This design comes from an exercise in tuning for small area and a short achievable clock period on the open sky130 flow, not from production work.
Where RTL was checked, it was by simulation tests only, not by an equivalence proof against the original.

Setup of run a:
==> flow/design.v <==
module hd_calcu_4m(input [15:0] a,
                   output [4:0] hd
                  );
  wire c0, s0, c1, s1, c2, s2, c3, s3, c4, s4, c5, s5, c6, s6, c7, s7, c8, s8, c9, s9, c10, s10, c11, s11, c12, s12, c13, s13, c14, s14;
  ham_fa f0 (a[0], a[10], a[11], c0, s0);
  ham_fa f1 (a[12], a[13], a[14], c1, s1);
  ham_fa f2 (a[15], a[1], a[2], c2, s2);
  ham_fa f3 (a[3], a[4], a[5], c3, s3);
  ham_fa f4 (a[6], a[7], a[8], c4, s4);
  ham_fa f5 (a[9], s0, s1, c5, s5);
  ham_ha h6 (s2, s3, c6, s6);
  ham_fa f7 (s4, s6, s5, c7, s7);
  ham_fa f8 (c0, c1, c2, c8, s8);
  ham_fa f9 (c3, c4, c6, c9, s9);
  ham_ha h10 (c5, s8, c10, s10);
  ham_fa f11 (s9, s10, c7, c11, s11);
  ham_fa f12 (c8, c10, c9, c12, s12);
  ham_ha h13 (s12, c11, c13, s13);
  ham_ha h14 (c12, c13, c14, s14);
  assign hd[0] = s7;
  assign hd[1] = s11;
  assign hd[2] = s13;
  assign hd[3] = s14;
  assign hd[4] = c14;
endmodule
module ham_fa(input a, input b, input c, output co, output s);
  assign s  = a ^ b ^ c;
  assign co = (a & b) | (a & c) | (b & c);
endmodule
module ham_ha(input a, input b, output co, output s);
  assign s  = a ^ b;
  assign co = a & b;
endmodule
module ham(data_in, data_out, clk, resetn);
input [31:0] data_in;
input clk, resetn;
output reg [33:0] data_out;
wire p1 = data_out[1];
wire p0 = data_out[0];
wire [15:0] va, vb, vn;
genvar k;
generate
  for (k = 0; k < 16; k = k + 1) begin : pr
    ham_pair pp(data_in[2*k+1], data_in[2*k], data_out[2*k+3], data_out[2*k+2],
                va[k], vb[k], vn[k]);
  end
endgenerate
wire [4:0] A, B, N;
hd_calcu_4m ca(va, A);
hd_calcu_4m cb(vb, B);
hd_calcu_4m cn(vn, N);
function cout5;
  input [4:0] u, v;
  input c;
  reg cy;
  integer j;
  begin
    cy = c;
    for (j = 0; j < 5; j = j + 1)
      cy = (u[j] & v[j]) | (u[j] & cy) | (v[j] & cy);
    cout5 = cy;
  end
endfunction
wire [4:0] a8n = ~{A[4] | A[3], ~A[3], A[2:0]};
wire [4:0] rs, rc;
genvar m;
generate
  for (m = 0; m < 5; m = m + 1) begin : rw
    ham_fa f(B[m], N[m], a8n[m], rc[m], rs[m]);
  end
endgenerate
wire ie = A[4] | (A[3] & (~p1 | A[2] | A[1] | A[0]));
wire io = B[4] | (B[3] & (~(p1 & p0) | B[2] | B[1] | B[0])) |
          (~p1 & ~p0 & B[2] & B[1] & B[0]);
wire se = N[4] | (N[3] & (p0 | ~p1 | N[2] | N[1] | N[0])) |
          (p0 & ~p1 & N[2] & N[1] & N[0]);
wire so = rc[4] | cout5(rs, {rc[3:0], 1'b0}, ~p1);
wire is = cout5(A, ~N, ~p0);
wire eo = cout5(B, ~A, ~p0);
wire sel_i = ie & io & is;
wire sel_s = ~is & se & so;
wire sel_e = ~ie & ~se & eo;
wire c1 = ~sel_i & ~sel_s;
wire c0 = ~sel_i & ~sel_e;
wire inv1 = ~sel_e;           
wire inv0 = sel_i | sel_e;    
wire [33:0] nxt;
assign nxt[1:0] = {c1, c0};
generate
  for (k = 0; k < 16; k = k + 1) begin : ob
    ham_obit o1(sel_s, data_in[2*k],   data_in[2*k+1], inv1, nxt[2*k+3]);
    ham_obit o0(sel_s, data_in[2*k+1], data_in[2*k],   inv0, nxt[2*k+2]);
  end
endgenerate
always @(posedge clk, negedge resetn)
begin
  if (!resetn)
    data_out <= 34'd0;
  else
    data_out <= nxt;
end
endmodule
module ham_obit(input s, input u, input v, input inv, output o);
  assign o = s ? u : v ^ inv;
endmodule
module ham_pair(input d1, input d0, input q1, input q0,
                output a, output b, output n);
  wire y;
  ham_xor xa(d1, q1, a);
  ham_xor xb(d0, q0, b);
  ham_xor xy(q1, q0, y);
  ham_mxn mn(y, a, b, n);
endmodule
module ham_xor(input u, input v, output o);
  assign o = u ^ v;
endmodule
module ham_mxn(input s, input u, input v, output o);
  assign o = s ? u : ~v;
endmodule
==> flow/config.mk <==
export PLATFORM = sky130hd
export DESIGN_NAME = ham
export DESIGN_NICKNAME = ham
export VERILOG_FILES = /design/flow/design.v
export SDC_FILE = /design/flow/constraint.sdc
export NUM_CORES = 4
export LEC_CHECK = 0
export CAP_MARGIN = 20
export CORE_MARGIN = 2
export CORE_UTILIZATION = 60
export CTS_BUF_LIST = sky130_fd_sc_hd__clkbuf_8
export SETUP_SLACK_MARGIN = 5
export SLEW_MARGIN = 20
export SYNTH_HIERARCHICAL = 1
export SYNTH_MINIMUM_KEEP_SIZE = 0
==> flow/constraint.sdc <==
create_clock -name core_clock -period 12.5 [get_ports {clk}]
set_input_delay 2.5000 -clock core_clock [delete_from_list [all_inputs] [get_ports {clk}]]
set_output_delay 2.5000 -clock core_clock [all_outputs]
set_load 0.01 [all_outputs]
standard.sh (not shown) runs the stock make flow with config.mk's settings and CLKGATE_MAP_FILE= SYNTH_SCRIPT=/design/flow/synth_recipe.tcl, a recipe that flattens the netlist after the stock synthesis.
==> flow/flow/run.sh <==
#!/bin/bash
set -euo pipefail
export BUFFER_PORTS_ARGS="-buffer_cell sky130_fd_sc_hd__buf_1"
bash standard.sh > standard.log 2>&1
Relative to run a, the following input files were edited for run b:
--- a/flow/design.v
+++ b/flow/design.v
@@ -9,12 +9,12 @@
   ham_fa f4 (a[6], a[7], a[8], c4, s4);
   ham_fa f5 (a[9], s0, s1, c5, s5);
-  ham_ha h6 (s2, s3, c6, s6);
-  ham_fa f7 (s4, s6, s5, c7, s7);
+  ham_fa f6 (s2, s3, s4, c6, s6);
+  ham_ha h7 (s5, s6, c7, s7);
   ham_fa f8 (c0, c1, c2, c8, s8);
-  ham_fa f9 (c3, c4, c6, c9, s9);
-  ham_ha h10 (c5, s8, c10, s10);
-  ham_fa f11 (s9, s10, c7, c11, s11);
-  ham_fa f12 (c8, c10, c9, c12, s12);
-  ham_ha h13 (s12, c11, c13, s13);
+  ham_fa f9 (c3, c4, c5, c9, s9);
+  ham_fa f10 (c6, s8, c7, c10, s10);
+  ham_ha h11 (s9, s10, c11, s11);
+  ham_fa f12 (c8, c9, c10, c12, s12);
+  ham_ha h13 (c11, s12, c13, s13);
   ham_ha h14 (c12, c13, c14, s14);
   assign hd[0] = s7;
@@ -42,6 +42,12 @@
 generate
   for (k = 0; k < 16; k = k + 1) begin : pr
-    ham_pair pp(data_in[2*k+1], data_in[2*k], data_out[2*k+3], data_out[2*k+2],
-                va[k], vb[k], vn[k]);
+    wire d1 = data_in[2*k+1];
+    wire d0 = data_in[2*k];
+    wire q1 = data_out[2*k+3];
+    wire q0 = data_out[2*k+2];
+    wire y  = q1 ^ q0;
+    assign va[k] = d1 ^ q1;
+    assign vb[k] = d0 ^ q0;
+    assign vn[k] = y ? va[k] : ~vb[k];
   end
 endgenerate
@@ -83,6 +89,6 @@
 wire c1 = ~sel_i & ~sel_s;
 wire c0 = ~sel_i & ~sel_e;
-wire inv1 = ~sel_e;           
-wire inv0 = sel_i | sel_e;    
+wire inv1 = ~(c1 & ~c0);    
+wire inv0 = ~(c1 & c0);     
 wire [33:0] nxt;
 assign nxt[1:0] = {c1, c0};
@@ -104,16 +110,2 @@
   assign o = s ? u : v ^ inv;
 endmodule
-module ham_pair(input d1, input d0, input q1, input q0,
-                output a, output b, output n);
-  wire y;
-  ham_xor xa(d1, q1, a);
-  ham_xor xb(d0, q0, b);
-  ham_xor xy(q1, q0, y);
-  ham_mxn mn(y, a, b, n);
-endmodule
-module ham_xor(input u, input v, output o);
-  assign o = u ^ v;
-endmodule
-module ham_mxn(input s, input u, input v, output o);
-  assign o = s ? u : ~v;
-endmodule
Notes after the runs:
Worst hold slack on run b is ahead of run a. Between run a and run b, the count of flip-flops and latches does not differ in any meaningful way. In run b, the effective utilization at floorplan came out 0.42 points below the value in run a. Run b vs. run a: netlist area before placement moved up; worst path arrival time moved up. Run a was routed with fewer vias than run b. Re count of multi-input gates: run b is 23 up on run a. The run showing the greater worst slack at placement is run a. Relative to run a, area added between synthesis and finish has decreased by 2.0 points in run b. Run b ends up with higher wire length after detailed routing than run a does. Note that the number of non-clock buffers in the layout recorded for run b amounts to 1.07 times the value seen in run a.
Function not checked in run b: the RTL went through the layout flow alone.

* * *

## build 13
RTL: the design.v shown in full above, as it stands there.
Settings: LEC_CHECK=0, CAP_MARGIN=20, CORE_MARGIN=2, CORE_UTILIZATION=60, CTS_BUF_LIST=sky130_fd_sc_hd__clkbuf_8, SETUP_SLACK_MARGIN=4.5, SLEW_MARGIN=20, SYNTH_HIERARCHICAL=1, SYNTH_MINIMUM_KEEP_SIZE=0; clock period 12.5 ns.
Scripts as last shown in full above: flow/flow/run.sh
> inputs changed (build 13 -> build 97)
==> flow/design.v, changed modules only <==
module hd_calcu_4m(input [15:0] a,
                   output [4:0] hd
                  );
  wire c0, s0, c1, s1, c2, s2, c3, s3, c4, s4, c5, s5, c6, s6, c7, s7, c8, s8, c9, s9, c10, s10, c11, s11, c12, s12, c13, s13, c14, s14;
  ham_fa f0 (a[0], a[10], a[11], c0, s0);
  ham_fa f1 (a[12], a[13], a[14], c1, s1);
  ham_fa f2 (a[15], a[1], a[2], c2, s2);
  ham_fa f3 (a[3], a[4], a[5], c3, s3);
  ham_fa f4 (a[6], a[7], a[8], c4, s4);
  ham_fa f5 (a[9], s0, s1, c5, s5);
  ham_fa f6 (s2, s3, s4, c6, s6);
  ham_ha h7 (s5, s6, c7, s7);
  ham_fa f8 (c0, c1, c2, c8, s8);
  ham_fa f9 (c3, c4, c5, c9, s9);
  ham_fa f10 (c6, s8, c7, c10, s10);
  ham_ha h11 (s9, s10, c11, s11);
  ham_fa f12 (c8, c9, c10, c12, s12);
  ham_ha h13 (c11, s12, c13, s13);
  ham_ha h14 (c12, c13, c14, s14);
  assign hd[0] = s7;
  assign hd[1] = s11;
  assign hd[2] = s13;
  assign hd[3] = s14;
  assign hd[4] = c14;
endmodule
module ham(data_in, data_out, clk, resetn);
input [31:0] data_in;
input clk, resetn;
output reg [33:0] data_out;
wire p1 = data_out[1];
wire p0 = data_out[0];
wire [15:0] va, vb, vn;
genvar k;
generate
  for (k = 0; k < 16; k = k + 1) begin : pr
    ham_pair pp(data_in[2*k+1], data_in[2*k], data_out[2*k+3], data_out[2*k+2],
                va[k], vb[k], vn[k]);
  end
endgenerate
wire [4:0] A, B, N;
hd_calcu_4m ca(va, A);
hd_calcu_4m cb(vb, B);
hd_calcu_4m cn(vn, N);
function cout5;
  input [4:0] u, v;
  input c;
  reg cy;
  integer j;
  begin
    cy = c;
    for (j = 0; j < 5; j = j + 1)
      cy = (u[j] & v[j]) | (u[j] & cy) | (v[j] & cy);
    cout5 = cy;
  end
endfunction
wire [4:0] a8n = ~{A[4] | A[3], ~A[3], A[2:0]};
wire [4:0] rs, rc;
genvar m;
generate
  for (m = 0; m < 5; m = m + 1) begin : rw
    ham_fa f(B[m], N[m], a8n[m], rc[m], rs[m]);
  end
endgenerate
wire ie = A[4] | (A[3] & (~p1 | A[2] | A[1] | A[0]));
wire io = B[4] | (B[3] & (~(p1 & p0) | B[2] | B[1] | B[0])) |
          (~p1 & ~p0 & B[2] & B[1] & B[0]);
wire se = N[4] | (N[3] & (p0 | ~p1 | N[2] | N[1] | N[0])) |
          (p0 & ~p1 & N[2] & N[1] & N[0]);
wire so = rc[4] | cout5(rs, {rc[3:0], 1'b0}, ~p1);
wire is = cout5(A, ~N, ~p0);
wire eo = cout5(B, ~A, ~p0);
wire sel_i = ie & io & is;
wire sel_s = ~is & se & so;
wire sel_e = ~ie & ~se & eo;
wire c1 = ~sel_i & ~sel_s;
wire c0 = ~sel_i & ~sel_e;
wire [33:0] nxt;
assign nxt[1:0] = {c1, c0};
genvar g;
generate
  for (g = 0; g < 4; g = g + 1) begin : og
    wire gs, gi1, gi0;
    ham_ctl ct(ie, io, is, se, so, eo, gs, gi1, gi0);
    for (k = 4*g; k < 4*g + 4; k = k + 1) begin : ob
      ham_obit o1(gs, data_in[2*k],   data_in[2*k+1], gi1, nxt[2*k+3]);
      ham_obit o0(gs, data_in[2*k+1], data_in[2*k],   gi0, nxt[2*k+2]);
    end
  end
endgenerate
always @(posedge clk, negedge resetn)
begin
  if (!resetn)
    data_out <= 34'd0;
  else
    data_out <= nxt;
end
endmodule
module ham_ctl(input ie, input io, input is, input se, input so, input eo,
               output s, output inv1, output inv0);
  wire sel_i = ie & io & is;
  wire sel_e = ~ie & ~se & eo;
  assign s    = ~is & se & so;
  assign inv1 = ~sel_e;
  assign inv0 = sel_i | sel_e;
endmodule
==> comparison <==
Across both runs, maximum clock frequency was lower for build 97 than for build 13. Summary of build 97 over build 13: area after detailed placement increased by 130 µm² relative to the old numbers; number of global-route vias before repair increased by 301 relative to the old numbers; setup slack of the critical path after layout decreased by 0.18 ns relative to the old numbers; post-synthesis xor/xnor area fraction decreased by 0.90 points relative to the old numbers. Per the final summary, build 97 finished and its layout is clean on timing, DRC and antenna. NOTE: number of standard cells in the final layout excluding fillers in build 97 exceeds that of build 13. Looking at area enclosed by the die boundary, build 97 sits about 4.3% higher than build 13 does. Die outline width (build 97 over build 13): increase, 1.7 µm. Diff build 13..build 97 | initial antenna violation count | unchanged. On total half-perimeter wirelength after legalization and detailed placement, build 97 does worse than build 13. Comparing build 13 with build 97, the largest stage delay on the critical path came out essentially unchanged.
Only the layout flow was run in build 97; the RTL was not checked for function there.

* * *

Setup of v6:
Another version of the RTL of ham (not shown whole).
Size in the first run: roughly 370 cells after synthesis, roughly 68 I/O pins, roughly 3700 µm² of cells after synthesis.
==> module ham, before the edit <==
module ham(data_in, data_out, clk, resetn);
input [31:0] data_in;
input clk, resetn;
output reg [33:0] data_out;
wire p1 = data_out[1];
wire p0 = data_out[0];
wire [15:0] va, vb, vn, vz;
genvar k;
generate
  for (k = 0; k < 16; k = k + 1) begin : pr
    ham_pair pp(data_in[2*k+1], data_in[2*k], data_out[2*k+3], data_out[2*k+2],
                va[k], vb[k], vn[k], vz[k]);
  end
endgenerate
wire [4:0] A, B, N, Z;
hd_calcu_4m ca(va, A);
hd_calcu_4m cb(vb, B);
hd_calcu_4m cn(vn, N);
hd_calcu_4m cz(vz, Z);
function cout5;
  input [4:0] u, v;
  input c;
  reg cy;
  integer j;
  begin
    cy = c;
    for (j = 0; j < 5; j = j + 1)
      cy = (u[j] & v[j]) | (u[j] & cy) | (v[j] & cy);
    cout5 = cy;
  end
endfunction
wire ie = A[4] | (A[3] & (~p1 | A[2] | A[1] | A[0]));
wire io = B[4] | (B[3] & (~(p1 & p0) | B[2] | B[1] | B[0])) |
          (~p1 & ~p0 & B[2] & B[1] & B[0]);
wire se = N[4] | (N[3] & (p0 | ~p1 | N[2] | N[1] | N[0])) |
          (p0 & ~p1 & N[2] & N[1] & N[0]);
wire so = Z[4] | (Z[3] & (~p1 | Z[2] | Z[1] | Z[0]));
wire is = cout5(A, ~N, ~p0);
wire eo = cout5(B, ~A, ~p0);
wire sel_i = ie & io & is;
wire sel_s = ~is & se & so;
wire sel_e = ~ie & ~se & eo;
wire c1 = ~sel_i & ~sel_s;
wire c0 = ~sel_i & ~sel_e;
wire inv1 = ~sel_e;           
wire inv0 = sel_i | sel_e;    
wire [33:0] nxt;
assign nxt[1:0] = {c1, c0};
generate
  for (k = 0; k < 16; k = k + 1) begin : ob
    ham_obit o1(sel_s, data_in[2*k],   data_in[2*k+1], inv1, nxt[2*k+3]);
    ham_obit o0(sel_s, data_in[2*k+1], data_in[2*k],   inv0, nxt[2*k+2]);
  end
endgenerate
always @(posedge clk, negedge resetn)
begin
  if (!resetn)
    data_out <= 34'd0;
  else
    data_out <= nxt;
end
endmodule
==> module ham_pair, before the edit <==
module ham_pair(input d1, input d0, input q1, input q0,
                output a, output b, output n, output z);
  wire y;
  ham_xor xa(d1, q1, a);
  ham_xor xb(d0, q0, b);
  ham_xor xy(q1, q0, y);
  ham_mxn mn(y, a, b, n);
  ham_mxn mz(y, b, a, z);
endmodule
clock: 12.5 ns
lec_check: 0
cap_margin: 20
core_margin: 2
core_utilization: 60
cts_buf_list: sky130_fd_sc_hd__clkbuf_8
setup_slack_margin: 5
slew_margin: 20
synth_hierarchical: 1
synth_minimum_keep_size: 0
Scripts as last shown in full above: flow/flow/run.sh
The following lists how v7 was set up differently from v6:
-- flow/design.v --
<<< v6, line 38
wire p1 = data_out[1];
wire p0 = data_out[0];
wire [15:0] va, vb, vn, vz;
genvar k;
generate
  for (k = 0; k < 16; k = k + 1) begin : pr
    ham_pair pp(data_in[2*k+1], data_in[2*k], data_out[2*k+3], data_out[2*k+2],
                va[k], vb[k], vn[k], vz[k]);
  end
endgenerate
wire [4:0] A, B, N, Z;
hd_calcu_4m ca(va, A);
hd_calcu_4m cb(vb, B);
hd_calcu_4m cn(vn, N);
hd_calcu_4m cz(vz, Z);
function cout5;
  input [4:0] u, v;
>>> v7, line 38
wire p1 = data_out[1];
wire p0 = data_out[0];
wire [15:0] va, vb, vn;
genvar k;
generate
  for (k = 0; k < 16; k = k + 1) begin : pr
    ham_pair pp(data_in[2*k+1], data_in[2*k], data_out[2*k+3], data_out[2*k+2],
                va[k], vb[k], vn[k]);
  end
endgenerate
wire [4:0] A, B, N;
hd_calcu_4m ca(va, A);
hd_calcu_4m cb(vb, B);
hd_calcu_4m cn(vn, N);
function cout5;
  input [4:0] u, v;
<<< v6, line 63
  end
endfunction
wire ie = A[4] | (A[3] & (~p1 | A[2] | A[1] | A[0]));
wire io = B[4] | (B[3] & (~(p1 & p0) | B[2] | B[1] | B[0])) |
>>> v7, line 62
  end
endfunction
wire [4:0] a8n = ~{A[4] | A[3], ~A[3], A[2:0]};
wire [4:0] rs, rc;
genvar m;
generate
  for (m = 0; m < 5; m = m + 1) begin : rw
    ham_fa f(B[m], N[m], a8n[m], rc[m], rs[m]);
  end
endgenerate
wire ie = A[4] | (A[3] & (~p1 | A[2] | A[1] | A[0]));
wire io = B[4] | (B[3] & (~(p1 & p0) | B[2] | B[1] | B[0])) |
<<< v6, line 68
wire se = N[4] | (N[3] & (p0 | ~p1 | N[2] | N[1] | N[0])) |
          (p0 & ~p1 & N[2] & N[1] & N[0]);
wire so = Z[4] | (Z[3] & (~p1 | Z[2] | Z[1] | Z[0]));
wire is = cout5(A, ~N, ~p0);
wire eo = cout5(B, ~A, ~p0);
>>> v7, line 75
wire se = N[4] | (N[3] & (p0 | ~p1 | N[2] | N[1] | N[0])) |
          (p0 & ~p1 & N[2] & N[1] & N[0]);
wire so = rc[4] | cout5(rs, {rc[3:0], 1'b0}, ~p1);
wire is = cout5(A, ~N, ~p0);
wire eo = cout5(B, ~A, ~p0);
<<< v6, line 76
wire c1 = ~sel_i & ~sel_s;
wire c0 = ~sel_i & ~sel_e;
wire inv1 = ~sel_e;           
wire inv0 = sel_i | sel_e;    
wire [33:0] nxt;
assign nxt[1:0] = {c1, c0};
>>> v7, line 83
wire c1 = ~sel_i & ~sel_s;
wire c0 = ~sel_i & ~sel_e;
wire inv1 = ~(c1 & ~c0);    
wire inv0 = ~(c1 & c0);     
wire [33:0] nxt;
assign nxt[1:0] = {c1, c0};
<<< v6, line 98
endmodule
module ham_pair(input d1, input d0, input q1, input q0,
                output a, output b, output n, output z);
  wire y;
  ham_xor xa(d1, q1, a);
>>> v7, line 105
endmodule
module ham_pair(input d1, input d0, input q1, input q0,
                output a, output b, output n);
  wire y;
  ham_xor xa(d1, q1, a);
<<< v6, line 104
  ham_xor xy(q1, q0, y);
  ham_mxn mn(y, a, b, n);
  ham_mxn mz(y, b, a, z);
endmodule
module ham_xor(input u, input v, output o);
>>> v7, line 111
  ham_xor xy(q1, q0, y);
  ham_mxn mn(y, a, b, n);
endmodule
module ham_xor(input u, input v, output o);
## What came out
Non-clock inverter count in the final layout, v6 and v7: lower on v6. On worst max-slew margin expressed relative to the limit, v6 beats v7. Summary of v7 over v6: final cell count lower; length of routed met3 wiring fell by 14 µm; via count of the first global-routing pass rose 8.2%; average detailed-routed wire length per instance rose by 2.6 µm; routed metal-1 wire length higher. v7 can be clocked slower than v6. Run comparison: v7 most common library cell in the layout ignoring fill and taps sky130_fd_sc_hd__nand2_1; v6 most common library cell in the layout ignoring fill and taps sky130_fd_sc_hd__buf_1. Standard-cell row count: v7 lower than v6. Per the comparison of v7 with v6, sequential share of layout area saw a decrease; global-route usage saw an increase.
Function was not checked in any run of this note: the RTL went through the layout flow alone.

[separate check: timing with driven ports]
How much do the figures lean on ideal ports? The routed layouts below were timed once more, with nothing changed but the port constraints. Step 1 assumes that a clkbuf_16 drives the clock port and a buf_2 every other input. Step 2 adds t to the input delays and takes it off the output delays; t is the mean of the earliest and latest rising clock arrival at the registers after step 1. Input paths then give back, and output paths get back, about the clock's delay inside the block. Three values: ideal ports, drivers, drivers and shift; two values: the first two.
run	t, ns	slack for setup (ns)	worst setup path at the end	worst data-port slew with drivers (ns)
run a	0.321	5.201 / 5.210 / 4.890	input to register	0.03
run b	0.321	5.190 / 5.194 / 4.873	input to register	0.04
build 13	0.314	5.196 / 5.201 / 4.887	input to register	0.03
build 97	0.323	5.014 / 5.026 / 4.703	input to register	0.03
v6	0.317	5.322 / 5.333 / 5.017	input to register	0.03
v7	0.327	5.124 / 5.135 / 4.809	input to register	0.03
After both steps every run listed still meets setup and hold. The setup slack of run b, which loses most, moves by +0.004 ns with the drivers and by -0.317 ns with both steps.
